Source: an optimization exercise on an open RTL-to-GDS flow (aim: small area). Production flows keep margins and buffers that such runs may drop. Function was checked by simulation only, so behaviour that the tests miss may differ from the original. Power figures rest on the tool's default switching activity, not on a simulated workload.

===== flow/constraint.sdc =====
create_clock -name core_clock -period 10.0 [get_ports {clk}]
set_input_delay 2.0000 -clock core_clock [delete_from_list [all_inputs] [get_ports {clk}]]
set_output_delay 2.0000 -clock core_clock [all_outputs]
set_load 0.01 [all_outputs]

===== flow/run.sh =====
#!/bin/bash
# synth_recipe.tcl (not shown) runs the flow's synth.tcl, then flattens the netlist and writes it again
# the make line also repeats each setting of config.mk as NAME=value (left out here)
make -C /OpenROAD-flow-scripts/flow DESIGN_CONFIG=/design/flow/config.mk WORK_HOME=/design/flow/orfs CLKGATE_MAP_FILE= SYNTH_SCRIPT=/design/flow/synth_recipe.tcl finish

===== flow/config.mk =====
export PLATFORM = sky130hd
export DESIGN_NAME = MazeRunner
export DESIGN_NICKNAME = MazeRunner
export VERILOG_FILES = /design/flow/design.v
export SDC_FILE = /design/flow/constraint.sdc
export NUM_CORES = 4
export LEC_CHECK = 0
export CAP_MARGIN = 20
export CORE_MARGIN = 2
export CORE_UTILIZATION = 40
export CTS_BUF_LIST = sky130_fd_sc_hd__clkbuf_8
export CTS_CLUSTER_DIAMETER = 60
export CTS_CLUSTER_SIZE = 16
export PLACE_DENSITY = 0.6
export SLEW_MARGIN = 20

===== flow/design.v =====
module rst_synch(RST_n,clk,rst_n);
input RST_n;
input clk;
output reg rst_n;
reg dff1;
always_ff @(negedge clk, negedge RST_n)begin
	if(!RST_n) begin
		dff1 <= 0;
		rst_n <= 0;
	end
	else begin
		dff1 <= 1;
		rst_n <= dff1;	
	end
end
endmodule	
module mtr_drv(clk,rst_n,cnt,lft_duty,right_duty,PWML,PWMR,DIRL,DIRR);
  input clk, rst_n;
  input [10:0] cnt;              
  input [11:0] lft_duty, right_duty;
  output logic PWML, PWMR;
  output DIRL, DIRR;
  assign DIRL = lft_duty[11];
  assign DIRR = right_duty[11];
  wire [10:0] abs_l = lft_duty[11] ? ~lft_duty[10:0] : lft_duty[10:0];
  wire [10:0] abs_r = right_duty[11] ? ~right_duty[10:0] : right_duty[10:0];
  wire ge_l, ge_r;
  rca #(11) iCL(.a(cnt),.b(~abs_l),.ci(1'b1),.s(),.co(ge_l));
  rca #(11) iCR(.a(cnt),.b(~abs_r),.ci(1'b1),.s(),.co(ge_r));
  always_ff @(posedge clk, negedge rst_n)
    if (!rst_n) begin
      PWML <= 1'b0;
      PWMR <= 1'b0;
    end else begin
      PWML <= ~ge_l;
      PWMR <= ~ge_r;
    end
endmodule
module IR_intf(clk,rst_n,pcnt,MISO,SS_n,SCLK,MOSI,IR_en,line_present,err_raw,err_vld,err_vld2);
  input clk, rst_n;
  input [10:0] pcnt;             
  input MISO;
  output SS_n, SCLK, MOSI;
  output logic IR_en;
  output logic line_present;
  output logic [10:0] err_raw;   
  output err_vld, err_vld2;      
  wire [3:0] m = pcnt[3:0];
  logic [9:0] fq;
  logic [4:0] fh;
  wire [9:0] fq_inc;
  wire [4:0] fh_inc;
  rca #(10) iFQ(.a(fq),.b(10'h000),.ci(1'b1),.s(fq_inc),.co());
  rca #(5) iFH(.a(fh),.b(5'h00),.ci(1'b1),.s(fh_inc),.co());
  wire round_end = (fh == 5'd27) && (fq == 10'd223);
  wire fq_hi = fq[9] & fq[5];             
  wire frame_end = fq_hi & (fh[0] ? fq[1] : fq[0]);
  always_ff @(posedge clk, negedge rst_n)
    if (!rst_n) begin
      fq <= 10'd68;
      fh <= 5'd28;
    end else if (round_end) begin
      fq <= 10'd68;
      fh <= 5'd28;
    end else if (frame_end) begin
      fq <= 10'd23;
      fh <= fh_inc;
    end else
      fq <= fq_inc;
  wire conv   = ~fh[4];                   
  wire [2:0] chnnl = fh[3:1];
  wire [4:0] bitf = fq[9:5];              
  assign SS_n = ~(conv & ~fq_hi);
  assign SCLK = SS_n | fq[4];
  assign MOSI = ((bitf == 5'd3) & chnnl[2]) | ((bitf == 5'd4) & chnnl[1]) | ((bitf == 5'd5) & chnnl[0]);
  wire u_start  = (fh == 5'd28) && (fq == 10'd68);     
  wire ir_vld   = (fh == 5'd15) && fq_hi && fq[0];        
  wire err_cap  = (fh == 5'd16) && (fq == 10'd30);
  assign err_vld  = (fh == 5'd16) && (fq == 10'd31);
  assign err_vld2 = (fh == 5'd16) && (fq == 10'd32);
  always_ff @(posedge clk, negedge rst_n)
    if (!rst_n)       IR_en <= 1'b0;
    else if (u_start) IR_en <= 1'b1;
    else if (ir_vld)  IR_en <= 1'b0;
  wire smpl = (fq[4:0] == 5'd15);
  logic MISO_smpl;
  always_ff @(posedge clk)
    if (smpl) MISO_smpl <= MISO;
  wire data_frm = conv & fh[0];
  wire data_bit = (bitf >= 5'd5) && (bitf <= 5'd16);
  logic ln_over, ln_ge;
  wire ln_en  = data_frm & data_bit & smpl;
  wire ln_msb = (bitf == 5'd5);
  wire ln_c   = (bitf != 5'd10);           
  wire ln_eq  = ln_msb | ~ln_ge;
  always_ff @(posedge clk) begin
    if (fh[4])
      ln_over <= 1'b0;
    else if (ln_en & ln_eq & ~MISO & ln_c & (chnnl != 3'd7))
      ln_over <= 1'b1;
    if (ln_en & ln_eq)
      ln_ge <= MISO & ~ln_c;
  end
  always_ff @(posedge clk, negedge rst_n)
    if (!rst_n)      line_present <= 1'b0;
    else if (ir_vld) line_present <= ln_over;
  logic [15:0] acc;
  logic cy;
  wire [3:0] pos_sum;
  rca #(4) iPS(.a(m),.b(bitf[3:0]),.ci(1'b0),.s(pos_sum),.co());
  wire inj = data_frm & data_bit & fq[4] & (pos_sum == {2'b00, chnnl[1:0]}) & MISO_smpl;
  wire sub = fh[0] ? ~fh[3] : ~(fh[3] ^ (fh[2:1] == 2'b00));
  wire a   = acc[0];
  wire s   = a ^ inj ^ cy;
  wire ap  = a ^ sub;
  wire co  = (ap & inj) | (ap & cy) | (inj & cy);
  wire clr = fh[4] & fh[3];
  always_ff @(posedge clk) begin
    acc <= {s & ~clr, acc[15:1]};
    cy  <= co & ~clr & (m != 4'd15);
  end
  always_ff @(posedge clk)
    if (err_cap)
      err_raw <= (acc[15] && ~&acc[14:10]) ? 11'h400 :
                 (~acc[15] && |acc[14:10]) ? 11'h3FF : acc[10:0];
endmodule
module rca #(parameter W = 8) (a, b, ci, s, co);
  input [W-1:0] a, b;
  input ci;
  output [W-1:0] s;
  output co;
  wire [W:0] c;
  assign c[0] = ci;
  genvar i;
  generate
    for (i = 0; i < W; i = i + 1) begin : bitn
      assign s[i] = a[i] ^ b[i] ^ c[i];
      assign c[i+1] = (a[i] & b[i]) | (a[i] & c[i]) | (b[i] & c[i]);
    end
  endgenerate
  assign co = c[W];
endmodule
module UART_wrapper(clk,rst_n,clr_cmd_rdy,RX,cmd_rdy,cmd);
  input clk, rst_n;
  input clr_cmd_rdy;
  input RX;
  output logic cmd_rdy;
  output [15:0] cmd;
  logic rx_ff1, rx_ff2;
  always_ff @(posedge clk, negedge rst_n)
    if (!rst_n) begin
      rx_ff1 <= 1'b1;
      rx_ff2 <= 1'b1;
    end else begin
      rx_ff1 <= RX;
      rx_ff2 <= rx_ff1;
    end
  logic [3:0] bit_cnt;
  logic [12:0] baud_cnt;
  logic [8:0] shift_reg;
  wire rx_idle = bit_cnt[3] & (bit_cnt[2] | (bit_cnt[1] & bit_cnt[0]));
  wire rdy     = (bit_cnt == 4'd11);
  wire start   = rx_idle & ~rx_ff2;
  wire shift   = (baud_cnt == 13'd0);
  wire [3:0] bit_inc;
  wire [12:0] baud_dec;
  rca #(4) iBI(.a(bit_cnt),.b(4'h0),.ci(1'b1),.s(bit_inc),.co());
  rca #(13) iBD(.a(baud_cnt),.b(13'h1FFF),.ci(1'b0),.s(baud_dec),.co());
  always_ff @(posedge clk, negedge rst_n)
    if (!rst_n)       bit_cnt <= 4'd12;
    else if (rx_idle) bit_cnt <= start ? 4'd0 : 4'd12;
    else if (shift | (bit_cnt == 4'd10)) bit_cnt <= bit_inc;
  always_ff @(posedge clk)
    if (start)         baud_cnt <= 13'd2604;
    else if (shift)    baud_cnt <= 13'd5208;
    else if (!rx_idle) baud_cnt <= baud_dec;
  always_ff @(posedge clk)
    if (shift) shift_reg <= {rx_ff2, shift_reg[8:1]};
  logic upper_st;
  logic [7:0] upper_byte;
  always_ff @(posedge clk)
    if (rdy & ~upper_st) upper_byte <= shift_reg[7:0];
  always_ff @(posedge clk, negedge rst_n)
    if (!rst_n)   upper_st <= 1'b0;
    else if (rdy) upper_st <= ~upper_st;
  always_ff @(posedge clk, negedge rst_n)
    if (!rst_n) cmd_rdy <= 1'b0;
    else if (rdy & upper_st) cmd_rdy <= 1'b1;
    else if (clr_cmd_rdy) cmd_rdy <= 1'b0;
  assign cmd = {upper_byte, shift_reg[7:0]};
endmodule
module cmd_proc(clk,rst_n,line_present,BMPL_n,BMPR_n,RX,go,err_opn,buzz);
  input clk, rst_n;
  input line_present;
  input BMPL_n, BMPR_n;
  input RX;
  output logic go;
  output [10:0] err_opn;         
  output buzz;
  logic cmd_rdy;
  logic [15:0] cmd;
  logic cap_cmd;
  UART_wrapper iUART(.clk(clk),.rst_n(rst_n),.clr_cmd_rdy(cap_cmd),.RX(RX),.cmd_rdy(cmd_rdy),.cmd(cmd));
  localparam [2:0] IDLE = 3'd0, LINE_PRESENT = 3'd1, OBSTRUCT = 3'd2, WAIT = 3'd3,
                   EDGE_DETECT = 3'd4, WAIT_SHORT = 3'd5, WAIT_LONG = 3'd6, WAIT_LINE_PRESENT = 3'd7;
  logic [2:0] state, nxt_state;
  logic buzz_en, nxt_cmd, rev1, rev2, veer, clr_opn, clr_tmr;
  logic [15:0] cmd_reg;
  logic last_veer_rght;
  logic [20:0] tmr;
  logic buzz_q;                  
  wire bump = ~BMPR_n | ~BMPL_n;
  wire [1:0] cmd_2bit = cmd_reg[1:0];
  always_comb begin
    go = 1;
    buzz_en = 0;
    cap_cmd = 0;
    nxt_cmd = 0;
    rev1 = 0;
    rev2 = 0;
    veer = 0;
    clr_opn = 0;
    clr_tmr = 0;
    nxt_state = state;
    case (state)
      IDLE: begin
        go = 0;
        clr_tmr = 1;
        if (cmd_rdy && line_present) begin
          nxt_state = LINE_PRESENT;
          go = 1;
          cap_cmd = 1;
        end
      end
      LINE_PRESENT: begin
        clr_tmr = 1;
        if (~line_present && cmd_2bit == 2'b11) begin
          nxt_state = WAIT_SHORT;
          go = 0;
          rev1 = 1;
        end else if (~line_present && |cmd_2bit) begin
          nxt_state = WAIT_LINE_PRESENT;
          veer = 1;
        end else if (~line_present) begin
          go = 0;
          nxt_state = IDLE;
        end else
          nxt_state = OBSTRUCT;
      end
      OBSTRUCT: begin
        if (bump) begin
          nxt_state = WAIT;
          go = 0;
          buzz_en = 1;
        end else
          nxt_state = LINE_PRESENT;
      end
      WAIT: begin                
        go = 0;
        buzz_en = 1;
        if (tmr[17]) nxt_state = EDGE_DETECT;
      end
      EDGE_DETECT: begin
        go = 0;
        buzz_en = 1;
        if (bump) begin
          nxt_state = LINE_PRESENT;
          go = 1;
        end
      end
      WAIT_SHORT: begin          
        if (tmr[19] & tmr[17]) begin
          nxt_state = WAIT_LONG;
          go = 0;
          rev2 = 1;
          clr_tmr = 1;
        end
      end
      WAIT_LONG: begin           
        if (tmr[20]) begin
          nxt_state = WAIT_LINE_PRESENT;
          clr_opn = 1;
        end
      end
      default: begin             
        if (line_present) begin
          nxt_state = LINE_PRESENT;
          clr_opn = 1;
          nxt_cmd = 1;
        end
      end
    endcase
  end
  always_ff @(posedge clk, negedge rst_n)
    if (!rst_n) state <= IDLE;
    else        state <= nxt_state;
  wire [20:0] tmr_inc;
  rca #(21) iTI(.a(tmr),.b(21'h0),.ci(1'b1),.s(tmr_inc),.co());
  always_ff @(posedge clk)
    if (clr_tmr) tmr <= 21'h0;
    else         tmr <= tmr_inc;
  always_ff @(posedge clk, negedge rst_n)
    if (!rst_n) buzz_q <= 1'b0;
    else        buzz_q <= buzz_en;
  assign buzz = buzz_q & tmr[14];
  always_ff @(posedge clk)
    if (cap_cmd)      cmd_reg <= cmd;
    else if (nxt_cmd) cmd_reg <= {2'b00, cmd_reg[15:2]};
  always_ff @(posedge clk, negedge rst_n)
    if (!rst_n)       last_veer_rght <= 1'b0;
    else if (nxt_cmd) last_veer_rght <= cmd_reg[0];
  logic opn_neg;
  logic [1:0] opn_mag;
  always_ff @(posedge clk, negedge rst_n)
    if (!rst_n) begin
      opn_neg <= 1'b0;
      opn_mag <= 2'd0;
    end else if (clr_opn) begin
      opn_neg <= 1'b0;
      opn_mag <= 2'd0;
    end else if (veer) begin
      opn_neg <= ~cmd_2bit[0];
      opn_mag <= 2'd1;
    end else if (rev1) begin
      opn_neg <= last_veer_rght;
      opn_mag <= 2'd2;
    end else if (rev2) begin
      opn_neg <= ~last_veer_rght;
      opn_mag <= 2'd3;
    end
  logic [5:0] opn_hi;
  always_comb
    case ({opn_neg, opn_mag})
      3'b0_01: opn_hi = 6'd26;           
      3'b1_01: opn_hi = 6'd38;           
      3'b0_10: opn_hi = 6'd15;           
      3'b1_10: opn_hi = 6'd49;           
      3'b0_11: opn_hi = 6'd28;           
      3'b1_11: opn_hi = 6'd36;           
      default: opn_hi = 6'd0;
    endcase
  assign err_opn = {opn_hi, 5'b00000};
endmodule
module PID(clk,rst_n,err_sat,err_vld,err_vld2,go,line_present,lft_spd,rght_spd);
  input clk, rst_n;
  input [10:0] err_sat;          
  input err_vld;
  input err_vld2;                
  input go;
  input line_present;
  output [11:0] lft_spd, rght_spd;
  logic [10:0] err_sat_piped, err_current, err_prev;
  logic [7:0]  D_diff_sat_piped;
  logic [15:0] integrator;
  logic line_1;
  logic [4:0] frwrd_q;           
  logic go_q;
  logic [11:0] pid_q;
  wire [4:0] frwrd_inc;
  rca #(5) iFI(.a(frwrd_q),.b(5'h00),.ci(1'b1),.s(frwrd_inc),.co());
  wire [4:0] frwrd = ~go_q ? 5'd0 :
                     (err_vld2 && !(frwrd_q[4] & frwrd_q[3])) ? frwrd_inc : frwrd_q;
  wire moving = frwrd[4] | frwrd[3] | (frwrd[2] & (frwrd[1] | frwrd[0]));    
  always_ff @(posedge clk, negedge rst_n)
    if (!rst_n) begin
      frwrd_q <= 5'd0;
      go_q <= 1'b0;
    end else begin
      frwrd_q <= frwrd;
      go_q <= go;
    end
  always_ff @(posedge clk) begin
    err_sat_piped <= err_sat;
    line_1 <= line_present;
  end
  always_ff @(posedge clk)
    if (err_vld2) begin
      err_current <= err_sat_piped;
      err_prev <= err_current;
    end
  wire [10:0] D_diff;
  rca #(11) iDD(.a(err_sat_piped),.b(~err_prev),.ci(1'b1),.s(D_diff),.co());
  always_ff @(posedge clk)
    D_diff_sat_piped <= (D_diff[10] && (D_diff[9:7] != 3'b111)) ? 8'h80 :
                        (~D_diff[10] && |D_diff[9:7]) ? 8'h7F : D_diff[7:0];
  wire [15:0] err_ext = {{5{err_sat_piped[10]}}, err_sat_piped};
  wire [15:0] add_result;
  rca #(16) iIA(.a(err_ext),.b(integrator),.ci(1'b0),.s(add_result),.co());
  wire over = (err_ext[15] == integrator[15]) && (add_result[15] != integrator[15]);
  always_ff @(posedge clk)
    if (~go || ~moving || (line_present & ~line_1))
      integrator <= 16'h0000;
    else if (~over && err_vld2)
      integrator <= add_result;
  wire [14:0] P_term, PI_term, D_term, PID;
  rca #(15) iP(.a({{2{err_sat[10]}}, err_sat, 2'b00}),.b({{3{err_sat[10]}}, err_sat, 1'b0}),.ci(1'b0),.s(P_term),.co());
  rca #(15) iPI(.a(P_term),.b({5'b0, integrator[15:6]}),.ci(1'b0),.s(PI_term),.co());
  rca #(15) iD(.a({D_diff_sat_piped[7], D_diff_sat_piped, 6'b0}),.b(~{{4{D_diff_sat_piped[7]}}, D_diff_sat_piped, 3'b0}),.ci(1'b1),.s(D_term),.co());
  rca #(15) iPID(.a(PI_term),.b(D_term),.ci(1'b0),.s(PID),.co());
  always_ff @(posedge clk, negedge rst_n)
    if (!rst_n)              pid_q <= 12'h000;
    else if (moving && go)   pid_q <= PID[14:3];
    else                     pid_q <= 12'h000;
  wire [11:0] fw = {2'b00, frwrd_q, 5'b00000};
  rca #(12) iL(.a(fw),.b(pid_q),.ci(1'b0),.s(lft_spd),.co());
  rca #(12) iR(.a(fw),.b(~pid_q),.ci(1'b1),.s(rght_spd),.co());
endmodule
module MazeRunner(clk,RST_n,SS_n,MOSI,MISO,SCLK,PWMR,PWML,
                  DIRR,DIRL,IR_EN,BMPL_n,BMPR_n,buzz,
                  buzz_n,RX,LED);
  input clk;             
  input RST_n;           
  output SS_n;           
  output MOSI;           
  output SCLK;           
  input MISO;            
  output PWMR;           
  output PWML;           
  output DIRR;           
  output DIRL;           
  output IR_EN;          
  input BMPL_n;          
  input BMPR_n;          
  output buzz;           
  output buzz_n;
  input RX;              
  output [7:0] LED;      
  wire rst_n;
  wire line_present, err_vld, err_vld2, go;
  wire [10:0] err_raw, err_opn, err_sat;
  wire [11:0] lft_spd, rght_spd;
  rst_synch iRST(.clk(clk),.RST_n(RST_n),.rst_n(rst_n));
  logic [10:0] pcnt;
  wire [10:0] pcnt_inc;
  rca #(11) iPC(.a(pcnt),.b(11'h000),.ci(1'b1),.s(pcnt_inc),.co());
  always_ff @(posedge clk, negedge rst_n)
    if (!rst_n) pcnt <= 11'h000;
    else        pcnt <= pcnt_inc;
  IR_intf iIR(.clk(clk),.rst_n(rst_n),.pcnt(pcnt),.MISO(MISO),.SS_n(SS_n),.SCLK(SCLK),.MOSI(MOSI),
              .IR_en(IR_EN),.line_present(line_present),.err_raw(err_raw),.err_vld(err_vld),.err_vld2(err_vld2));
  cmd_proc icmd(.clk(clk),.rst_n(rst_n),.line_present(line_present),.BMPL_n(BMPL_n),.BMPR_n(BMPR_n),
                .RX(RX),.go(go),.err_opn(err_opn),.buzz(buzz));
  assign buzz_n = ~buzz;
  assign err_sat = line_present ? err_raw : err_opn;
  PID iPID(.clk(clk),.rst_n(rst_n),.err_sat(err_sat),.err_vld(err_vld),.err_vld2(err_vld2),.go(go),
           .line_present(line_present),.lft_spd(lft_spd),.rght_spd(rght_spd));
  mtr_drv imtr(.clk(clk),.rst_n(rst_n),.cnt(pcnt),.lft_duty(lft_spd),.right_duty(rght_spd),
               .PWML(PWML),.PWMR(PWMR),.DIRL(DIRL),.DIRR(DIRR));
  assign LED = 8'h00;
endmodule

==> results.py, run 1 <==
metrics = {
    "min_path": {
        "whs_path_depth": 0,
        "hold_class": "flop to flop",
        "holdPathEnd": "iRST.rst_n",
        "hold_start": "iRST.dff1",
    },
    "timing": {
        "tightest_slew_ps": 844,
        "finalSetupViolations": 0,
        "final_max_slew_viol_count": 0,
        "clock_skew_ps": 32.1,
        "finalHoldViolCount": 0,
        "period_needed_ps": 8250,
        "max_freq_mhz": 121,
        "rsz0062_at_grt": "false",
        "finalCritPeriodShare": 0.825,
        "fin_setup_tns_ps": 0,
        "maxSlewHeadroom": 0.434,
    },
    "floorplanning": {
        "io_pins": 24,
        "num_rows": 62,
        "die_area_um2": 30600,
        "core_um2": 28700,
        "die_w_um": 175,
        "fp.dieH_um": 175,
        "start_util": 0.407,
    },
    "synth": {
        "synth_edf_count": 68,
        "yosys-top-cells-count": "119 x inv_1, 88 x dfxtp_1, 85 x nor2_1",
        "synthArstFlopShare": 0.297,
        "ys_seq_elements": 222,
        "syn_avg_cell_area_um2": 11.3,
        "yosys_warnings": 7,
        "yosys-top-cells-area": "edfxtp_1 17%, dfxtp_1 15%, dfrtp_1 12%",
        "synth_cell_types": 75,
        "syn_area_um2": 11700,
        "synth_flop_cell": "dfxtp_1",
        "synth_top_area_frac": 0.175,
        "yosysMostFrequentCell": "inv_1",
        "synth_seq_area_share": 0.468,
        "synth_largest_area_cell": "edfxtp_1",
        "syn-instance-count": 1030,
    },
    "clock_tree": {
        "htreeDepth": 1,
        "clockBufferDepth": 3,
        "cts-root-buf": "clkbuf_8",
        "worst_skew_pair.late_latency_ps": 540,
        "cts_hold_buffers": 0,
        "cts_setup_buffers": 0,
        "cts_tree": "done",
        "cts_buffers": 21,
        "clkTransAtPathRegs_ps": 100,
        "cts_resized": 0,
        "cts.sinks": 222,
    },
    "drt": {
        "drtIter0Drc": 339,
        "finalWirelength_um": 20700,
        "drc": 0,
        "first_pass_iters": 5,
        "wl_per_cell_um": 14.4,
        "dr_total_vias": 7032,
        "via_per_inst": 4.88,
        "postRouteAntennaNets": 0,
    },
    "finish": {
        "drive_above_1_share": 0.0766,
        "nets": 1194,
        "areaGrowthSynthToFinish_pct": 8.06,
        "largest_reg_flops": 21,
        "top_register": "icmd.tmr",
        "diodes": 0,
    },
    "power_and_ir_drop": {
        "ir_worst_vdd_mv": 0.113,
        "p_sw_uw": 430,
        "p_clk_frac": 0.358,
        "p_seq_frac": 0.572,
        "p_int_mw": 1.31,
        "p_per_area_nw_per_um2": 138,
        "switching_share": 0.247,
        "p_comb_frac": 0.070,
        "total_power_mw": 1.74,
        "leakagePower_nw": 5.71,
    },
    "setup_path": {
        "cp_max_fo": 15,
        "reg2reg_from": "iPID.err_sat_piped[0]",
        "worstPathRequired_ps": 10420,
        "cp_common_cell": "fa_1",
        "cpPeakStageDelay_ps": 470,
        "critPathBufInv": 0,
        "reg2reg_to": "iPID.integrator[3]",
        "critPathKind": "flop to flop",
        "rr_worst_depth": 19,
        "worst_setup_path_end_kind": "flop",
        "crit_slowest_cell": "fa_1",
        "worstPathArrival_ps": 8660,
        "crit_family": "adder cells",
        "r2r_slack_ps": 1750,
        "crit_chain": "ha_1 > fa_1 > fa_1 > fa_1 > fa_1 > fa_1 > fa_1 > fa_1 > fa_1 > fa_1 > fa_1 > fa_1 > fa_1 > fa_1 > fa_1 > or3_1 > nand3_2 > mux2i_1 > nor2_1",
        "cp-start-kind": "flop",
    },
    "global_route": {
        "grt-ovfl-total": 0,
        "track_usage": 0.141,
        "grt_pass1_wl_um": 35300,
        "antenna_found_initial": 0,
        "grt_max_degree": 65,
        "grt_pass1_vias": 7115,
    },
    "placed_design": {
        "io_buffers": 15,
        "gp_congestion": 0.783,
        "dpl.hpwl_um": 15100,
    },
    "flow_run": {
        "maxCapViolations": 0,
    },
    "run_status": {
        "status": "finished clean",
    },
}
how the worst max path moves through the flow:
stage                          start            endpoint  slack, ps  depth (start not counted)
2_1_floorplan     iPID.integrator[0]  iPID.integrator[5]       2000                         20
3_3_place_gp      iPID.integrator[0]  iPID.integrator[1]       1810                         19
3_5_place_dp   iPID.err_sat_piped[0]  iPID.integrator[3]       1670                         19
4_1_cts        iPID.err_sat_piped[0]  iPID.integrator[3]       1640                         19
5_1_grt        iPID.err_sat_piped[0]  iPID.integrator[7]       1410                         19
6_report       iPID.err_sat_piped[0]  iPID.integrator[3]       1750                         19
placed cells by master, fill, tap and decap left out, drive strengths merged, types with 10 or more instances in the layout:
master / synthesis / layout
clkbuf: 22 / 22
inv: 120 / 127
mux2: 19 / 19
nand3: 17 / 17
nor2: 85 / 85
nor2b: 28 / 28
xnor2: 27 / 27
nor3: 12 / 12
dfrtp: 55 / 55
nand2: 52 / 52
fa: 65 / 65
mux2i: 20 / 20
o22ai: 10 / 10
ha: 81 / 81
edfxtp: 68 / 68
a21oi: 41 / 41
a21o: 13 / 13
clkdlybuf4s50: 0 / 15
o21ai: 36 / 36
dfxtp: 88 / 88
metrics by stage:
| step | cells | area, um2 | util | hold slack (ps) | worst slack (ps) |
|---|---|---|---|---|---|
| 6_report | 1441 | 12600 | 0.439 | 307 | 1750 |
| 3_3_place_gp | 1403 | 12100 | 0.422 | 301 | 1810 |
| 4_1_cts | 1441 | 12600 | 0.439 | 312 | 1640 |
| 3_5_place_dp | 1403 | 12100 | 0.422 | 311 | 1670 |
| 5_1_grt | 1441 | 12600 | 0.439 | 318 | 1410 |
| 2_1_floorplan | 1037 | 11700 | - | 292 | 2000 |
worst reg2reg max path, stage by stage, from the launching register on:
cell     delay [ps]
dfxtp_1         340
ha_1            210
fa_1            460
fa_1            470
fa_1            470
fa_1            470
fa_1            460
fa_1            460
fa_1            460
fa_1            460
fa_1            460
fa_1            470
fa_1            460
fa_1            460
fa_1            460
fa_1            470
or3_1           370
nand3_2         400
mux2i_1         250
nor2_1           60
layout make-up:
| type | count | area, um2 |
|---|---|---|
| clock buffers | 22 | 303 |
| clock inverters | 16 | 183 |
| fillers | 2726 | 16100 |
| inverters | 121 | 454 |
| multi-input cells | 654 | 5520 |
| flip-flops and latches | 222 | 5470 |
| well taps | 384 | 480 |
| repair buffers | 22 | 203 |
routing by layer:
layer  global-route usage  share of wire
met4               0.0358          0.022
met3               0.0176          0.021
met5                    0              0
met1                0.193           0.48
met2                0.236           0.48
power by group through the flow:
stage / Combinational, mW / Sequential (mW) / Clock, mW
final: 0.123 / 0.996 / 0.624
after global routing: 0.141 / 1.00 / 0.675
after CTS: 0.126 / 0.996 / 0.650
after detailed placement: 0.126 / 1.02 / 0
after global placement: 0.123 / 1.02 / 0
after floorplan: 0.106 / 1.00 / 0
logic make-up after synthesis:
logic type,count (synthesis),synth area share
xor gates and xnor gates,36,0.0277
AOI/OAI and AO/OA,176,0.100
DFF,222,0.468
other,2,0.000643
muxes,39,0.0355
and+or+nand+nor,245,0.105
adders and majority gates,149,0.201
buffers and inverters,161,0.0611
==> run 2, diff against run 1 <==
--- a/flow/config.mk
+++ b/flow/config.mk
@@ -8,8 +8,5 @@
 export CAP_MARGIN = 20
 export CORE_MARGIN = 2
 export CORE_UTILIZATION = 40
-export CTS_BUF_LIST = sky130_fd_sc_hd__clkbuf_8
-export CTS_CLUSTER_DIAMETER = 60
-export CTS_CLUSTER_SIZE = 16
 export PLACE_DENSITY = 0.6
 export SLEW_MARGIN = 20
==> results.py, run 2 <==
metrics = {
    "synth": {
        "ys_seq_elements": 222,
        "syn_area_um2": 11700,
        "syn-instance-count": 1030,
        "yosys_warnings": 7,
        "synth_cell_types": 75,
        "synth_flop_cell": "dfxtp_1",
        "synth_seq_area_share": 0.468,
        "synthArstFlopShare": 0.297,
        "synth_top_area_frac": 0.175,
        "synth_largest_area_cell": "edfxtp_1",
        "yosys-top-cells-area": "edfxtp_1 17%, dfxtp_1 15%, dfrtp_1 12%",
        "yosysMostFrequentCell": "inv_1",
        "syn_avg_cell_area_um2": 11.3,
        "yosys-top-cells-count": "119 x inv_1, 88 x dfxtp_1, 85 x nor2_1",
        "synth_edf_count": 68,
    },
    "clock_tree": {
        "cts_buffers": 25,
        "clkTransAtPathRegs_ps": 60,
        "cts.sinks": 222,
        "cts-root-buf": "clkbuf_16",
        "clockBufferDepth": 3,
        "cts_resized": 0,
        "htreeDepth": 1,
        "worst_skew_pair.late_latency_ps": 520,
        "cts_setup_buffers": 0,
        "cts_tree": "done",
        "cts_hold_buffers": 0,
    },
    "floorplanning": {
        "num_rows": 62,
        "io_pins": 24,
        "die_w_um": 175,
        "core_um2": 28700,
        "fp.dieH_um": 175,
        "start_util": 0.407,
        "die_area_um2": 30600,
    },
    "drt": {
        "via_per_inst": 4.87,
        "drtIter0Drc": 408,
        "dr_total_vias": 7059,
        "drc": 0,
        "postRouteAntennaNets": 0,
        "first_pass_iters": 4,
        "finalWirelength_um": 20900,
        "wl_per_cell_um": 14.4,
    },
    "finish": {
        "top_register": "icmd.tmr",
        "nets": 1198,
        "final_common_cell": "inv_1",
        "layout_common_cells": "119 x inv_1, 88 x dfxtp_1, 85 x nor2_1",
        "fillers": 2695,
        "areaGrowthSynthToFinish_pct": 10.6,
        "drive_above_1_share": 0.0789,
        "largest_reg_flops": 21,
        "diodes": 0,
        "design_area_um2": 12900,
    },
    "power_and_ir_drop": {
        "ir_worst_vdd_mv": 0.141,
        "p_per_area_nw_per_um2": 154,
        "total_power_mw": 1.99,
        "leakagePower_nw": 5.85,
    },
    "setup_path": {
        "r2r_slack_ps": 1760,
        "cp-start-kind": "flop",
        "cp_max_fo": 15,
        "worstPathRequired_ps": 10380,
        "crit_path_end": "iPID.integrator[3]",
        "startpoint": "iPID.err_sat_piped[0]",
        "worstPathArrival_ps": 8620,
        "rr_worst_depth": 19,
        "critPathKind": "flop to flop",
        "worst_setup_path_end_kind": "flop",
        "reg2reg_to": "iPID.integrator[3]",
        "reg2reg_from": "iPID.err_sat_piped[0]",
    },
    "global_route": {
        "grt_max_degree": 65,
        "track_usage": 0.142,
        "gr-usage-met3": 0.0220,
        "grt_pass1_vias": 7176,
        "met2_usage": 0.236,
        "antenna_found_initial": 0,
        "grt_busiest_layer": "met2",
        "grt_pass1_wl_um": 35700,
        "globalRouteMet1Util": 0.194,
        "grt-ovfl-total": 0,
    },
    "timing": {
        "max_freq_mhz": 121,
        "period_needed_ps": 8240,
        "final_max_slew_viol_count": 0,
        "finalCritPeriodShare": 0.824,
        "fin_setup_tns_ps": 0,
        "finalSetupViolations": 0,
        "clock_skew_ps": 14.5,
        "maxSlewHeadroom": 0.414,
        "rsz0062_at_grt": "false",
        "setup_ws_ps": 1760,
        "tightest_slew_ps": 874,
        "finalHoldViolCount": 0,
    },
    "placed_design": {
        "gp_congestion": 0.783,
        "dpl-instance-area_um2": 12100,
        "io_buffers": 15,
        "dpl_worst_slack_ps": 1670,
        "dpl.hpwl_um": 15100,
    },
    "min_path": {
        "hold_start": "iRST.dff1",
        "hold_class": "flop to flop",
    },
    "flow_run": {
        "maxCapViolations": 0,
    },
    "run_status": {
        "status": "finished clean",
    },
}
==> run 2: cell count changes in the layout (fill, tap and decap cells not counted), moves of 4 or more <==
| cell | previous run | this run |
|---|---|---|
| clkinv_1 | 1 | 5 |
| inv_1 | 123 | 119 |
| clkbuf_1 | 0 | 5 |
| clkbuf_16 | 0 | 26 |
| clkbuf_8 | 22 | 1 |
| clkinv_2 | 1 | 6 |
==> run 2: logic make-up after synthesis <==
family                   after synthesis  synth area share
other                                  2          0.000643
flip-flops                           222             0.468
AND/OR/NAND/NOR                      245             0.105
AO/OA/AOI/OAI                        176             0.100
buffers and inverters                161            0.0611
adder cells (fa/ha/maj)              149             0.201
multiplexers                          39            0.0355
XOR/XNOR                              36            0.0277
==> run 2: layout make-up <==
| type | count | area, um2 | area share |
|---|---|---|---|
| multi-input combinational | 654 | 5520 | 0.428 |
| inverter | 121 | 454 | 0.0352 |
| timing repair buffer | 22 | 203 | 0.0157 |
| clock inverter | 14 | 101 | 0.00785 |
| tap | 384 | 480 | 0.0372 |
| clock buffer | 32 | 683 | 0.0529 |
| sequential | 222 | 5470 | 0.423 |
==> run 2: layer usage <==
layer	vias to the layer above	wire length, um
li1	3550	-
met1	3404	10000
met2	72	9840
met3	33	589
met4	0	475
met5	-	0
==> run 2: report_power, final <==
| part | internal (mW) | switching [mW] | total (mW) |
|---|---|---|---|
| Sequential | 0.966 | 0.0329 | 0.999 |
| Combinational | 0.0553 | 0.0677 | 0.123 |
| Clock | 0.509 | 0.361 | 0.870 |
| Total | 1.53 | 0.461 | 1.99 |
==> run 2: how the worst min path moves through the flow <==
stage          depth (start not counted)  slack [ps]    endpoint
6_report                               0         310  iRST.rst_n
5_1_grt                                0         320  iRST.rst_n
4_1_cts                                0         310  iRST.rst_n
3_5_place_dp                           0         310  iRST.rst_n
3_3_place_gp                           0         300  iRST.rst_n
2_1_floorplan                          0         290  iRST.rst_n
==> run 2: worst max-delay path: stages, from the launching register on <==
cell and delay (ps):
dfxtp_1 330, ha_1 210, fa_1 460, fa_1 470, fa_1 470, fa_1 470
fa_1 460, fa_1 460, fa_1 460, fa_1 460, fa_1 460, fa_1 470
fa_1 460, fa_1 460, fa_1 460, fa_1 470, or3_1 370, nand3_2 390
mux2i_1 240, nor2_1 60
==> run 2: per-stage QoR <==
step	utilization	hold slack [ps]	cells
global route	0.450	318	1449
floorplan	-	292	1037
finish	0.450	306	1449
detailed placement	0.422	311	1403
CTS	0.450	311	1449
global placement	0.422	301	1403
==> run 3, diff against run 2 <==
--- a/flow/config.mk
+++ b/flow/config.mk
@@ -8,5 +8,8 @@
 export CAP_MARGIN = 20
 export CORE_MARGIN = 2
 export CORE_UTILIZATION = 40
+export CTS_BUF_LIST = sky130_fd_sc_hd__clkbuf_4
+export CTS_CLUSTER_DIAMETER = 40
+export CTS_CLUSTER_SIZE = 10
 export PLACE_DENSITY = 0.6
 export SLEW_MARGIN = 20
==> results.py, run 3 <==
metrics = {
    "run_status": {
        "status": "finished clean",
    },
    "power_and_ir_drop": {
        "ir_worst_vdd_mv": 0.0977,
        "p_clk_frac": 0.389,
        "leakagePower_nw": 5.78,
        "p_comb_frac": 0.067,
        "p_per_area_nw_per_um2": 144,
        "switching_share": 0.249,
        "p_sw_uw": 457,
        "p_int_mw": 1.38,
        "p_seq_frac": 0.544,
    },
    "global_route": {
        "grt_max_degree": 65,
        "track_usage": 0.143,
        "grt-ovfl-total": 0,
        "grt_pass1_wl_um": 35700,
        "antenna_found_initial": 1,
        "grt_pass1_vias": 7229,
    },
    "synth": {
        "synth_edf_count": 68,
        "synth_largest_area_cell": "edfxtp_1",
        "yosysMostFrequentCell": "inv_1",
        "synthArstFlopShare": 0.297,
        "yosys-top-cells-area": "edfxtp_1 17%, dfxtp_1 15%, dfrtp_1 12%",
        "synth_top_area_frac": 0.175,
        "syn-instance-count": 1030,
        "syn_avg_cell_area_um2": 11.3,
        "synth_cell_types": 75,
        "synth_seq_area_share": 0.468,
        "yosys-top-cells-count": "119 x inv_1, 88 x dfxtp_1, 85 x nor2_1",
        "synth_flop_cell": "dfxtp_1",
        "ys_seq_elements": 222,
        "yosys_warnings": 7,
        "syn_area_um2": 11700,
    },
    "setup_path": {
        "r2r_slack_ps": 1760,
        "rr_worst_depth": 19,
        "worstPathRequired_ps": 10480,
        "worstPathArrival_ps": 8720,
        "cp_max_fo": 15,
        "critPathKind": "flop to flop",
        "reg2reg_to": "iPID.integrator[3]",
        "reg2reg_from": "iPID.err_sat_piped[0]",
        "worst_setup_path_end_kind": "flop",
        "cp-start-kind": "flop",
    },
    "clock_tree": {
        "clockBufferDepth": 3,
        "cts.sinks": 222,
        "cts_resized": 0,
        "cts_buffers": 37,
        "cts_setup_buffers": 0,
        "clkTransAtPathRegs_ps": 100,
        "cts-root-buf": "clkbuf_4",
        "cts_hold_buffers": 0,
        "htreeDepth": 2,
        "worst_skew_pair.late_latency_ps": 630,
        "cts_tree": "done",
    },
    "timing": {
        "finalHoldViolCount": 0,
        "rsz0062_at_grt": "false",
        "final_max_slew_viol_count": 0,
        "maxSlewHeadroom": 0.411,
        "finalSetupViolations": 0,
        "tightest_slew_ps": 879,
        "period_needed_ps": 8240,
        "clock_skew_ps": 60.5,
        "finalCritPeriodShare": 0.824,
        "max_freq_mhz": 121,
        "fin_setup_tns_ps": 0,
        "whs_ps": 307,
    },
    "finish": {
        "stdcell_count": 1471,
        "top_register": "icmd.tmr",
        "areaGrowthSynthToFinish_pct": 9.05,
        "area.sequential_um2": 5470,
        "largest_reg_flops": 21,
        "multi_input_area_um2": 5520,
        "layout_common_cells": "119 x inv_1, 88 x dfxtp_1, 85 x nor2_1",
        "design_area_um2": 12700,
        "fillers": 2745,
        "drive_above_1_share": 0.103,
        "final_common_cell": "inv_1",
        "fin_util": 0.443,
        "nets": 1210,
    },
    "drt": {
        "finalWirelength_um": 20900,
        "first_pass_iters": 4,
        "dr_total_vias": 7152,
        "postRouteAntennaNets": 0,
        "wl_per_cell_um": 14.2,
        "drtIter0Drc": 349,
        "via_per_inst": 4.86,
        "drc": 0,
    },
    "floorplanning": {
        "num_rows": 62,
        "io_pins": 24,
        "start_util": 0.407,
        "die_area_um2": 30600,
        "die_w_um": 175,
        "core_um2": 28700,
        "fp.dieH_um": 175,
    },
    "placed_design": {
        "io_buffers": 15,
        "dpl.hpwl_um": 15100,
        "dp.cells": 1403,
        "dpl-instance-area_um2": 12100,
        "gp_congestion": 0.783,
    },
    "flow_run": {
        "maxCapViolations": 0,
    },
    "min_path": {
        "whs_path_depth": 0,
        "hold_class": "flop to flop",
        "holdPathEnd": "iRST.rst_n",
        "hold_start": "iRST.dff1",
    },
}
==> run 3: layer usage <==
| metal | vias to the layer above | GRT usage | share of wire |
|---|---|---|---|
| met2 | 88 | 0.236 | 0.47 |
| li1 | 3587 | - | - |
| met1 | 3451 | 0.192 | 0.47 |
| met5 | - | 0 | 0 |
| met3 | 26 | 0.0276 | 0.037 |
| met4 | 0 | 0.0427 | 0.015 |
==> run 3: kinds of logic after synthesis <==
family,Yosys count,share of synthesized area
other cells,2,0.000643
xor+xnor,36,0.0277
buf+inv,161,0.0611
simple gates,245,0.105
fa+ha+maj,149,0.201
compound gates,176,0.100
flops,222,0.468
mux,39,0.0355
==> run 3: worst max path at each step <==
stage	start	cells past startpoint	slack (ps)	end
2_1_floorplan	iPID.integrator[0]	20	2000	iPID.integrator[5]
5_1_grt	iPID.err_sat_piped[0]	19	1410	iPID.integrator[11]
4_1_cts	iPID.err_sat_piped[0]	19	1650	iPID.integrator[3]
6_report	iPID.err_sat_piped[0]	19	1760	iPID.integrator[3]
3_3_place_gp	iPID.integrator[0]	19	1810	iPID.integrator[1]
3_5_place_dp	iPID.err_sat_piped[0]	19	1670	iPID.integrator[3]
==> run 3: layout make-up <==
cell class | count | area share
inverter | 121 | 0.0357
antenna | 1 | 0.000197
clock inverter | 22 | 0.0204
sequential | 222 | 0.430
tap | 384 | 0.0378
clock buffer | 45 | 0.0265
multi-input combinational | 654 | 0.434
timing repair buffer | 22 | 0.0159
==> run 3: worst max-delay path: stages (launching register included) <==
cell and delay, ps:
dfxtp_1 340, ha_1 210, fa_1 460, fa_1 470, fa_1 470, fa_1 470, fa_1 460, fa_1 460
fa_1 460, fa_1 460, fa_1 460, fa_1 470, fa_1 460, fa_1 460, fa_1 460, fa_1 470
or3_1 370, nand3_2 400, mux2i_1 240, nor2_1 60
==> run 3: stage by stage <==
step           setup slack [ps]  power (mW)
2_1_floorplan              2000        1.11
3_3_place_gp               1810        1.14
3_5_place_dp               1670        1.14
4_1_cts                    1650        1.86
5_1_grt                    1410        1.92
6_report                   1760        1.83
==> run 3: power by group through the flow <==
| stage | clock network (mW) | registers, mW | logic (mW) |
|---|---|---|---|
| CTS | 0.740 | 0.997 | 0.127 |
| global placement | 0 | 1.02 | 0.123 |
| finish | 0.713 | 0.997 | 0.124 |
| floorplan | 0 | 1.00 | 0.106 |
| global route | 0.778 | 1.00 | 0.142 |
| detailed placement | 0 | 1.02 | 0.126 |
==> run 4, diff against run 3 <==
--- a/flow/design.v
+++ b/flow/design.v
@@ -156,24 +156,23 @@
       rx_ff2 <= rx_ff1;
     end
   logic [3:0] bit_cnt;
-  logic [12:0] baud_cnt;
+  logic [12:0] baud_lfsr;    
   logic [8:0] shift_reg;
   wire rx_idle = bit_cnt[3] & (bit_cnt[2] | (bit_cnt[1] & bit_cnt[0]));
   wire rdy     = (bit_cnt == 4'd11);
   wire start   = rx_idle & ~rx_ff2;
-  wire shift   = (baud_cnt == 13'd0);
+  wire shift   = &baud_lfsr;
   wire [3:0] bit_inc;
-  wire [12:0] baud_dec;
   rca #(4) iBI(.a(bit_cnt),.b(4'h0),.ci(1'b1),.s(bit_inc),.co());
-  rca #(13) iBD(.a(baud_cnt),.b(13'h1FFF),.ci(1'b0),.s(baud_dec),.co());
+  wire baud_fb = baud_lfsr[12] ^ baud_lfsr[4] ^ baud_lfsr[1] ^ baud_lfsr[0];
   always_ff @(posedge clk, negedge rst_n)
     if (!rst_n)       bit_cnt <= 4'd12;
     else if (rx_idle) bit_cnt <= start ? 4'd0 : 4'd12;
     else if (shift | (bit_cnt == 4'd10)) bit_cnt <= bit_inc;
   always_ff @(posedge clk)
-    if (start)         baud_cnt <= 13'd2604;
-    else if (shift)    baud_cnt <= 13'd5208;
-    else if (!rx_idle) baud_cnt <= baud_dec;
+    if (start)         baud_lfsr <= 13'h1535;
+    else if (shift)    baud_lfsr <= 13'h0A87;
+    else if (!rx_idle) baud_lfsr <= {baud_lfsr[11:0], baud_fb};
   always_ff @(posedge clk)
     if (shift) shift_reg <= {rx_ff2, shift_reg[8:1]};
   logic upper_st;
@@ -207,7 +206,8 @@
   logic buzz_en, nxt_cmd, rev1, rev2, veer, clr_opn, clr_tmr;
   logic [15:0] cmd_reg;
   logic last_veer_rght;
-  logic [20:0] tmr;
+  logic [13:0] tmr_lo;
+  logic [6:0] tmr_hi;
   logic buzz_q;                  
   wire bump = ~BMPR_n | ~BMPL_n;
   wire [1:0] cmd_2bit = cmd_reg[1:0];
@@ -258,7 +258,7 @@
       WAIT: begin                
         go = 0;
         buzz_en = 1;
-        if (tmr[17]) nxt_state = EDGE_DETECT;
+        if (tmr_hi[3]) nxt_state = EDGE_DETECT;
       end
       EDGE_DETECT: begin
         go = 0;
@@ -269,7 +269,7 @@
         end
       end
       WAIT_SHORT: begin          
-        if (tmr[19] & tmr[17]) begin
+        if (tmr_hi[5] & tmr_hi[3]) begin
           nxt_state = WAIT_LONG;
           go = 0;
           rev2 = 1;
@@ -277,7 +277,7 @@
         end
       end
       WAIT_LONG: begin           
-        if (tmr[20]) begin
+        if (tmr_hi[6]) begin
           nxt_state = WAIT_LINE_PRESENT;
           clr_opn = 1;
         end
@@ -294,15 +294,22 @@
   always_ff @(posedge clk, negedge rst_n)
     if (!rst_n) state <= IDLE;
     else        state <= nxt_state;
-  wire [20:0] tmr_inc;
-  rca #(21) iTI(.a(tmr),.b(21'h0),.ci(1'b1),.s(tmr_inc),.co());
+  wire [6:0] tmr_hi_inc;
+  wire tmr_wrap = (tmr_lo == 14'h2000);
+  wire tmr_fb = tmr_lo[13] ^ tmr_lo[11] ^ tmr_lo[1] ^ tmr_lo[0] ^ ~|tmr_lo[12:0];
+  rca #(7) iTI(.a(tmr_hi),.b(7'h00),.ci(tmr_wrap),.s(tmr_hi_inc),.co());
   always_ff @(posedge clk)
-    if (clr_tmr) tmr <= 21'h0;
-    else         tmr <= tmr_inc;
+    if (clr_tmr) begin
+      tmr_lo <= 14'h0000;
+      tmr_hi <= 7'h00;
+    end else begin
+      tmr_lo <= {tmr_lo[12:0], tmr_fb};
+      tmr_hi <= tmr_hi_inc;
+    end
   always_ff @(posedge clk, negedge rst_n)
     if (!rst_n) buzz_q <= 1'b0;
     else        buzz_q <= buzz_en;
-  assign buzz = buzz_q & tmr[14];
+  assign buzz = buzz_q & tmr_hi[0];
   always_ff @(posedge clk)
     if (cap_cmd)      cmd_reg <= cmd;
     else if (nxt_cmd) cmd_reg <= {2'b00, cmd_reg[15:2]};
--- a/flow/config.mk
+++ b/flow/config.mk
@@ -8,8 +8,8 @@
 export CAP_MARGIN = 20
 export CORE_MARGIN = 2
 export CORE_UTILIZATION = 40
-export CTS_BUF_LIST = sky130_fd_sc_hd__clkbuf_4
-export CTS_CLUSTER_DIAMETER = 40
-export CTS_CLUSTER_SIZE = 10
+export CTS_BUF_LIST = sky130_fd_sc_hd__clkbuf_8
+export CTS_CLUSTER_DIAMETER = 60
+export CTS_CLUSTER_SIZE = 16
 export PLACE_DENSITY = 0.6
 export SLEW_MARGIN = 20
==> results.py, run 4 <==
metrics = {
    "placed_design": {
        "io_buffers": 15,
        "dpl_worst_slack_ps": 1710,
        "gp_congestion": 0.791,
        "dpl-instance-area_um2": 11700,
        "dpl.hpwl_um": 14100,
    },
    "global_route": {
        "grt_pass1_vias": 6678,
        "gr-usage-met3": 0.0207,
        "antenna_found_initial": 0,
        "grt-ovfl-total": 0,
        "track_usage": 0.140,
        "globalRouteMet1Util": 0.201,
        "grt_max_degree": 49,
        "grt_busiest_layer": "met2",
        "met2_usage": 0.224,
        "grt_pass1_wl_um": 33200,
    },
    "finish": {
        "nets": 1102,
        "areaGrowthSynthToFinish_pct": 8.84,
        "drive_above_1_share": 0.0868,
        "fillers": 2613,
        "final_common_cell": "inv_1",
        "layout_common_cells": "99 x inv_1, 88 x dfxtp_1, 68 x edfxtp_1",
        "design_area_um2": 12200,
        "diodes": 0,
    },
    "synth": {
        "synth_flop_cell": "dfxtp_1",
        "syn_area_um2": 11200,
        "ys_seq_elements": 222,
        "synth_cell_types": 78,
        "synth_seq_area_share": 0.489,
        "synth_edf_count": 68,
        "yosys_warnings": 7,
        "synth_largest_area_cell": "edfxtp_1",
        "syn_avg_cell_area_um2": 11.7,
        "synth_top_area_frac": 0.183,
        "synthArstFlopShare": 0.297,
        "syn-instance-count": 959,
        "yosysMostFrequentCell": "inv_1",
        "yosys-top-cells-area": "edfxtp_1 18%, dfxtp_1 16%, dfrtp_1 12%",
        "yosys-top-cells-count": "95 x inv_1, 88 x dfxtp_1, 68 x edfxtp_1",
    },
    "setup_path": {
        "critPathBufInv": 0,
        "cp-start-kind": "flop",
        "worstPathRequired_ps": 10430,
        "startpoint": "iPID.integrator[0]",
        "cp_max_fo": 15,
        "worstPathArrival_ps": 8690,
        "reg2reg_from": "iPID.integrator[0]",
        "critPathKind": "flop to flop",
        "cpPeakStageDelay_ps": 660,
        "cp_common_cell": "fa_1",
        "crit_family": "adder cells",
        "worst_setup_path_end_kind": "flop",
        "crit_slowest_cell": "o211a_1",
        "crit_chain": "ha_1 > fa_1 > fa_1 > fa_1 > fa_1 > fa_1 > fa_1 > fa_1 > fa_1 > fa_1 > fa_1 > fa_1 > fa_1 > fa_1 > fa_1 > nand2_1 > o211a_1 > mux2i_1 > nor2_1",
    },
    "clock_tree": {
        "htreeDepth": 1,
        "cts.sinks": 222,
        "cts_tree": "done",
        "clkTransAtPathRegs_ps": 90,
        "cts_buffers": 23,
        "cts_setup_buffers": 0,
        "cts_resized": 0,
        "clockBufferDepth": 3,
        "cts-root-buf": "clkbuf_8",
        "cts_hold_buffers": 0,
        "worst_skew_pair.late_latency_ps": 560,
    },
    "floorplanning": {
        "fp.dieH_um": 171,
        "core_um2": 27600,
        "io_pins": 24,
        "start_util": 0.405,
        "num_rows": 61,
        "die_w_um": 171,
        "die_area_um2": 29300,
    },
    "power_and_ir_drop": {
        "switching_share": 0.237,
        "ir_worst_vdd_mv": 0.0953,
        "p_comb_frac": 0.005,
        "p_seq_frac": 0.606,
        "p_per_area_nw_per_um2": 126,
        "leakagePower_nw": 5.15,
        "total_power_mw": 1.53,
        "p_clk_frac": 0.388,
        "p_int_mw": 1.17,
        "p_sw_uw": 362,
    },
    "timing": {
        "finalCritPeriodShare": 0.826,
        "maxSlewHeadroom": 0.414,
        "finalHoldViolCount": 0,
        "max_freq_mhz": 121,
        "tightest_slew_ps": 875,
        "rsz0062_at_grt": "false",
        "period_needed_ps": 8260,
        "fin_setup_tns_ps": 0,
        "clock_skew_ps": 34.1,
        "setup_ws_ps": 1740,
        "finalSetupViolations": 0,
        "whs_ps": 306,
        "final_max_slew_viol_count": 0,
    },
    "drt": {
        "wl_per_cell_um": 14.2,
        "drtIter0Drc": 289,
        "via_per_inst": 4.89,
        "postRouteAntennaNets": 0,
        "first_pass_iters": 4,
        "drc": 0,
        "finalWirelength_um": 19500,
        "dr_total_vias": 6692,
    },
    "min_path": {
        "hold_class": "flop to flop",
        "hold_start": "iRST.dff1",
    },
    "flow_run": {
        "maxCapViolations": 0,
    },
    "run_status": {
        "status": "finished clean",
    },
}
run 4: logic make-up after synthesis:
family / after synthesis / share of synthesized area
simple gates: 245 / 0.112
flops: 222 / 0.489
compound gates: 139 / 0.0817
buf+inv: 137 / 0.0504
fa+ha+maj: 123 / 0.181
mux: 46 / 0.0433
xor+xnor: 45 / 0.0423
other cells: 2 / 0.000671
run 4: path summary, 6_finish.rpt:
path | depth (start not counted) | slack, ps | to
worst max-delay path | 19 | 1740 | iPID.integrator[10]
worst min register to register | 0 | 310 | iRST.rst_n
max in group asynchronous | 1 | 3350 | iRST.rst_n
worst min-delay path | 0 | 310 | iRST.rst_n
worst max register to register | 19 | 1740 | iPID.integrator[10]
min in group asynchronous | 0 | 5320 | icmd.state[2]
run 4: metrics by stage:
step / cells / util
2_1_floorplan: 966 / -
3_3_place_gp: 1327 / 0.423
3_5_place_dp: 1327 / 0.423
4_1_cts: 1369 / 0.441
5_1_grt: 1369 / 0.441
6_report: 1369 / 0.441
run 4: routing by layer:
metal  wire length, um  up-vias
met5                 0        -
met2              8880       97
met3               599       33
met1              9550     3270
li1                  -     3292
met4               454        0
run 4: area by class of cell:
class,instances,area [um2],share of cell area
Sequential cell,222,5470,0.449
Tap cell,378,473,0.0388
Clock inverter,19,158,0.0129
Timing Repair Buffer,21,195,0.0160
Inverter,99,372,0.0305
Multi-Input combinational cell,607,5190,0.427
Clock buffer,23,317,0.0260
run 4: worst register-to-register path, stage by stage (launching register included):
cell and delay (ps):
dfxtp_1 330, ha_1 220, fa_1 450, fa_1 460
fa_1 460, fa_1 470, fa_1 460, fa_1 470
fa_1 460, fa_1 480, fa_1 460, fa_1 460
fa_1 460, fa_1 460, fa_1 460, fa_1 500
nand2_1 90, o211a_1 660, mux2i_1 300, nor2_1 60
run 4: power groups by stage:
stage	Combinational [mW]	Clock, mW	Sequential (mW)
after floorplan	0.00448	0	0.950
after global placement	0.00831	0	0.949
after detailed placement	0.00849	0	0.949
after CTS	0.00850	0.625	0.929
after global routing	0.00957	0.656	0.930
final	0.00807	0.595	0.929
==> run 5, diff against run 4 <==
==> flow/flow/run.sh (new file) <==
#!/bin/bash
# Own flow: the standard layout, with synthesis mapped for area by ABC.
# Synthesis runs first with flow/synth_area.tcl (the standard flow's synthesis script
# with a different ABC script); standard.sh then runs the remaining steps
# from the synthesized netlist.  Each tool's output goes to its own log.
set -euo pipefail
W=$(pwd)
make -C "$FLOW_HOME" DESIGN_CONFIG="$W/config.mk" WORK_HOME="$W/orfs" CLKGATE_MAP_FILE= \
  SYNTH_SCRIPT="$W/flow/synth_area.tcl" synth > "$W/synth.log" 2>&1
bash "$W/standard.sh" finish > "$W/layout.log" 2>&1
test -s "$W/out/final.def"
==> flow/flow/abc_area.script (new file) <==
strash
balance
rewrite
refactor
balance
rewrite
rewrite -z
balance
refactor -z
rewrite -z
balance
balance
rewrite
refactor
balance
rewrite
rewrite -z
balance
refactor -z
rewrite -z
balance
dch -f
amap
topo
dnsize -c
==> flow/flow/synth_area.tcl (new file) <==
# The standard synthesis script (synth_recipe.tcl), with the ABC step
# mapping for area: same passes, same registers; only the combinational
# mapping script differs.
set area_script [file join [file dirname [file normalize [info script]]] abc_area.script]
proc synth {args} { yosys synth -nofsm -noshare {*}$args }
proc abc {args} {
  global area_script
  set i [lsearch $args -script]
  if {$i >= 0} {
    set args [lreplace $args $i [expr {$i + 1}] -script $area_script]
  }
  yosys abc {*}$args
}
source $::env(SCRIPTS_DIR)/synth.tcl
# left out here: clear keep_hierarchy, flatten, clean up, hide names made inside functions, write 1_2_yosys.v
==> flow/standard.sh (new file) <==
#!/bin/bash
# synth_recipe.tcl (not shown) runs the flow's synth.tcl, then flattens the netlist and writes it again
# the make line also repeats each setting of config.mk as NAME=value (left out here)
make -C /OpenROAD-flow-scripts/flow DESIGN_CONFIG=/design/flow/config.mk WORK_HOME=/design/flow/orfs CLKGATE_MAP_FILE= SYNTH_SCRIPT=/design/flow/synth_recipe.tcl "${@:-finish}"
removed: flow/run.sh
==> results.py, run 5 <==
metrics = {
    "synth": {
        "synth_seq_area_share": 0.517,
        "synthArstFlopShare": 0.297,
        "synth_cell_types": 50,
        "yosys_warnings": 7,
        "yosys-top-cells-count": "158 x clkinv_1, 92 x nor2_1, 88 x dfxtp_1",
        "syn-instance-count": 941,
        "ys_seq_elements": 222,
        "synth_largest_area_cell": "edfxtp_1",
        "synth_edf_count": 68,
        "syn_area_um2": 10600,
        "syn_avg_cell_area_um2": 11.2,
        "yosysMostFrequentCell": "clkinv_1",
        "synth_top_area_frac": 0.193,
        "yosys-top-cells-area": "edfxtp_1 19%, dfxtp_1 17%, dfrtp_1 13%",
        "synth_flop_cell": "dfxtp_1",
    },
    "finish": {
        "drive_above_1_share": 0.0607,
        "nets": 1116,
        "final_common_cell": "clkinv_1",
        "areaGrowthSynthToFinish_pct": 10.9,
        "layout_common_cells": "158 x clkinv_1, 91 x nor2_1, 88 x dfxtp_1",
    },
    "power_and_ir_drop": {
        "p_clk_frac": 0.401,
        "ir_worst_vdd_mv": 0.102,
        "p_sw_uw": 386,
        "p_comb_frac": 0.028,
        "p_seq_frac": 0.571,
        "leakagePower_nw": 4.53,
        "switching_share": 0.237,
        "p_int_mw": 1.24,
        "p_per_area_nw_per_um2": 139,
    },
    "setup_path": {
        "worst_setup_path_end_kind": "flop",
        "cp-start-kind": "flop",
        "cp_max_fo": 16,
        "critPathKind": "flop to flop",
        "worstPathRequired_ps": 10440,
        "worstPathArrival_ps": 8840,
    },
    "clock_tree": {
        "htreeDepth": 1,
        "cts_buffers": 23,
        "worst_skew_pair.late_latency_ps": 560,
        "cts-root-buf": "clkbuf_8",
        "clockBufferDepth": 3,
        "cts_setup_buffers": 0,
        "cts_tree": "done",
        "cts.sinks": 222,
        "clkTransAtPathRegs_ps": 100,
        "cts_hold_buffers": 0,
        "cts_resized": 0,
    },
    "placed_design": {
        "io_buffers": 15,
        "dpl.hpwl_um": 13800,
        "gp_congestion": 0.847,
        "dpl_worst_slack_ps": 1560,
    },
    "min_path": {
        "hold_class": "flop to flop",
    },
    "floorplanning": {
        "die_area_um2": 27700,
        "core_um2": 26000,
        "fp.dieH_um": 167,
        "die_w_um": 167,
        "num_rows": 59,
        "start_util": 0.407,
        "io_pins": 24,
    },
    "drt": {
        "finalWirelength_um": 18700,
        "first_pass_iters": 5,
        "drc": 0,
        "wl_per_cell_um": 14.0,
        "via_per_inst": 4.98,
        "drtIter0Drc": 348,
        "postRouteAntennaNets": 0,
        "dr_total_vias": 6683,
    },
    "global_route": {
        "grt_pass1_wl_um": 32600,
        "grt_max_degree": 59,
        "antenna_found_initial": 0,
        "grt-ovfl-total": 0,
        "grt_pass1_vias": 6625,
        "track_usage": 0.141,
    },
    "timing": {
        "clock_skew_ps": 29.4,
        "finalCritPeriodShare": 0.839,
        "finalHoldViolCount": 0,
        "setup_ws_ps": 1610,
        "fin_setup_tns_ps": 0,
        "maxSlewHeadroom": 0.354,
        "period_needed_ps": 8390,
        "max_freq_mhz": 119,
        "final_max_slew_viol_count": 0,
        "tightest_slew_ps": 959,
        "rsz0062_at_grt": "false",
        "finalSetupViolations": 0,
    },
    "run_status": {
        "status": "finished clean",
    },
    "flow_run": {
        "maxCapViolations": 0,
    },
}
## run 5: cell count changes in the layout (fill, tap and decap cells not counted), moves of 15 or more
cell | previous run | this run
o221a_1 | 0 | 21
o22a_1 | 1 | 16
and2_1 | 28 | 0
mux2_2 | 18 | 0
nand2_1 | 66 | 46
clkinv_1 | 1 | 158
o21ai_0 | 31 | 48
xnor2_1 | 29 | 0
mux2i_1 | 27 | 0
inv_1 | 99 | 3
a21oi_1 | 25 | 47
nor2_1 | 60 | 91
## run 5: power by group through the flow
stage / clock [mW] / combinational (mW) / sequential [mW]
2_1_floorplan: 0 / 0.0312 / 0.954
3_3_place_gp: 0 / 0.0458 / 0.951
6_report: 0.653 / 0.0459 / 0.931
4_1_cts: 0.680 / 0.0468 / 0.931
3_5_place_dp: 0 / 0.0466 / 0.951
5_1_grt: 0.718 / 0.0534 / 0.932
## run 5: cell type report
class | count | area (um2)
fillers | 2453 | 14300
repair buffers | 24 | 218
multi-input cells | 559 | 4490
diodes | 1 | 2.50
inverters | 158 | 593
clock inverters | 18 | 199
clock buffers | 24 | 330
flip-flops and latches | 222 | 5470
well taps | 335 | 419
## run 5: final timing paths
| check | start | endpoint | slack, ps | depth (start not counted) |
|---|---|---|---|---|
| max | iPID.err_sat_piped[0] | iPID.integrator[7] | 1610 | 19 |
| min | iRST.dff1 | iRST.rst_n | 310 | 0 |
| max reg2reg | iPID.err_sat_piped[0] | iPID.integrator[7] | 1610 | 19 |
| min reg2reg | iRST.dff1 | iRST.rst_n | 310 | 0 |
| max in group asynchronous | RST_n | iRST.dff1 | 3350 | 1 |
| min in group asynchronous | iRST.rst_n | icmd.iUART.bit_cnt[0] | 5150 | 0 |
## run 5: layer usage
metal / vias up / global-route usage / wire length (um) / share of wire
met5: - / 0 / 0 / 0
met4: 0 / 0.0337 / 376 / 0.020
met3: 25 / 0.0214 / 580 / 0.031
met2: 91 / 0.230 / 8790 / 0.47
met1: 3210 / 0.199 / 9000 / 0.48
li1: 3357 / - / - / -
## run 5: cells by family (layout without fill, tap and decap cells)
| kind of cell | count (synthesis) | after routing | share of synthesized area |
|---|---|---|---|
| and+or+nand+nor | 226 | 226 | 0.0984 |
| DFF | 222 | 222 | 0.517 |
| adders and majority gates | 122 | 122 | 0.191 |
| buffers and inverters | 167 | 224 | 0.0622 |
| other | 2 | 10 | 0.000711 |
| AOI/OAI and AO/OA | 202 | 202 | 0.131 |
## run 5: critical path, stage by stage (launching register included)
cell and delay (ps):
dfxtp_1 350, ha_1 210, fa_1 460, fa_1 460, fa_1 460, fa_1 460
fa_1 460, fa_1 480, fa_1 460, fa_1 460, fa_1 460, fa_1 460
fa_1 460, fa_1 460, fa_1 460, fa_1 490, o311ai_2 220, buf_4 250
clkinv_1 390, o221a_1 390
## run 5: metrics by stage
| stage | area [um2] | hold WS (ps) | utilization | total power, mW | instances |
|---|---|---|---|---|---|
| after global placement | 11200 | 302 | 0.430 | 0.997 | 1298 |
| after CTS | 11700 | 309 | 0.451 | 1.66 | 1340 |
| after floorplan | 10600 | 292 | - | 0.985 | 948 |
| after detailed placement | 11200 | 298 | 0.430 | 0.998 | 1298 |
| final | 11700 | 308 | 0.451 | 1.63 | 1341 |
| after global routing | 11700 | 312 | 0.451 | 1.70 | 1340 |
==> run 6, diff against run 5 <==
--- a/flow/flow/run.sh
+++ b/flow/flow/run.sh
@@ -7,5 +7,8 @@
 W=$(pwd)
 make -C "$FLOW_HOME" DESIGN_CONFIG="$W/config.mk" WORK_HOME="$W/orfs" CLKGATE_MAP_FILE= \
   SYNTH_SCRIPT="$W/flow/synth_area.tcl" synth > "$W/synth.log" 2>&1
+# clock tree: clkbuf_8 leaves over clusters of up to 16 registers, no
+# dummy loads
+export CTS_ARGS="-sink_clustering_enable -repair_clock_nets -sink_clustering_size 16 -sink_clustering_max_diameter 60 -buf_list sky130_fd_sc_hd__clkbuf_8 -dont_use_dummy_load"
 bash "$W/standard.sh" finish > "$W/layout.log" 2>&1
 test -s "$W/out/final.def"
==> results.py, run 6 <==
metrics = {
    "finish": {
        "fin_util": 0.443,
        "fillers": 2471,
        "design_area_um2": 11500,
        "nets": 1116,
        "final_common_cell": "clkinv_1",
        "areaGrowthSynthToFinish_pct": 8.86,
        "stdcell_count": 1321,
    },
    "drt": {
        "via_per_inst": 5.04,
        "postRouteAntennaNets": 0,
        "finalWirelength_um": 18600,
        "dr_total_vias": 6659,
        "drc": 0,
    },
    "synth": {
        "yosys-top-cells-count": "158 x clkinv_1, 92 x nor2_1, 88 x dfxtp_1",
        "syn-instance-count": 941,
        "syn_area_um2": 10600,
        "yosys-top-cells-area": "edfxtp_1 19%, dfxtp_1 17%, dfrtp_1 13%",
        "synth_edf_count": 68,
        "synth_top_area_frac": 0.193,
        "synthArstFlopShare": 0.297,
        "synth_seq_area_share": 0.517,
        "syn_avg_cell_area_um2": 11.2,
        "yosys_warnings": 7,
        "synth_largest_area_cell": "edfxtp_1",
        "synth_cell_types": 50,
        "ys_seq_elements": 222,
        "yosysMostFrequentCell": "clkinv_1",
    },
    "floorplanning": {
        "fp.dieH_um": 167,
        "die_area_um2": 27700,
        "num_rows": 59,
        "io_pins": 24,
        "die_w_um": 167,
        "start_util": 0.407,
        "core_um2": 26000,
    },
    "setup_path": {
        "crit_chain": "ha_1 > fa_1 > fa_1 > fa_1 > fa_1 > fa_1 > fa_1 > fa_1 > fa_1 > fa_1 > fa_1 > fa_1 > fa_1 > fa_1 > fa_1 > o311ai_2 > buf_4 > clkinv_1 > o221a_1",
        "critPathBufInv": 2,
        "cp-start-kind": "flop",
        "crit_family": "adder cells",
        "worstPathArrival_ps": 8800,
        "worstPathRequired_ps": 10410,
        "cp_max_fo": 16,
        "cpPeakStageDelay_ps": 490,
        "cp_common_cell": "fa_1",
    },
    "timing": {
        "rsz0062_at_grt": "false",
        "tightest_slew_ps": 946,
        "setup_ws_ps": 1610,
        "finalCritPeriodShare": 0.839,
        "fin_setup_tns_ps": 0,
        "final_max_slew_viol_count": 0,
        "clock_skew_ps": 59.1,
        "max_freq_mhz": 119,
    },
    "global_route": {
        "grt_max_degree": 59,
        "grt-ovfl-total": 0,
        "track_usage": 0.140,
        "grt_pass1_vias": 6595,
        "antenna_found_initial": 0,
        "grt_pass1_wl_um": 32300,
    },
    "clock_tree": {
        "worst_skew_pair.late_latency_ps": 560,
        "cts_resized": 0,
        "cts_buffers": 23,
        "cts_setup_buffers": 0,
        "cts.sinks": 222,
    },
    "power_and_ir_drop": {
        "leakagePower_nw": 4.42,
        "total_power_mw": 1.47,
        "ir_worst_vdd_mv": 0.0823,
    },
    "run_status": {
        "status": "finished clean",
    },
    "placed_design": {
        "dpl_worst_slack_ps": 1560,
        "dpl.hpwl_um": 13800,
        "dp.cells": 1298,
        "gp_congestion": 0.847,
        "io_buffers": 15,
    },
    "flow_run": {
        "maxCapViolations": 0,
    },
}
-- run 6: path summary, 6_finish.rpt --
path                                       startpoint  slack (ps)  depth (start not counted)                    end
worst max-delay path            iPID.err_sat_piped[0]        1610                         19     iPID.integrator[7]
worst min-delay path                        iRST.dff1         310                          0             iRST.rst_n
worst max register to register  iPID.err_sat_piped[0]        1610                         19     iPID.integrator[7]
worst min register to register              iRST.dff1         310                          0             iRST.rst_n
max in group asynchronous                       RST_n        3350                          1              iRST.dff1
min in group asynchronous                  iRST.rst_n        5170                          0  icmd.iUART.bit_cnt[0]
-- run 6: cell type report --
type	count	area, um2	share of cell area
well taps	335	419	0.0364
repair buffers	24	218	0.0189
multi-input cells	559	4490	0.390
inverters	158	593	0.0516
clock buffers	23	317	0.0275
flip-flops and latches	222	5470	0.475
-- run 6: kinds of logic (layout without fill, tap and decap cells) --
kind of cell             after synthesis  in the layout  share of synthesized area
AND/OR/NAND/NOR                      226            226                     0.0984
flip-flops                           222            222                      0.517
AO/OA/AOI/OAI                        202            202                      0.131
buffers and inverters                167            205                     0.0622
adder cells (fa/ha/maj)              122            122                      0.191
other                                  2              9                   0.000711
-- run 6: power breakdown --
part / internal, mW / total (mW) / leakage [nW] / switching (mW)
registers: 0.929 / 0.932 / 2.13 / 0.00246
logic: 0.0173 / 0.0459 / 2.12 / 0.0286
clock network: 0.205 / 0.492 / 0.165 / 0.287
total: 1.15 / 1.47 / 4.42 / 0.318
-- run 6: routing by layer --
layer	part of all wire	up-vias	global-route usage
met2	0.47	80	0.227
li1	-	3336	-
met3	0.029	28	0.0214
met1	0.48	3215	0.199
met5	0	-	0
met4	0.023	0	0.0352
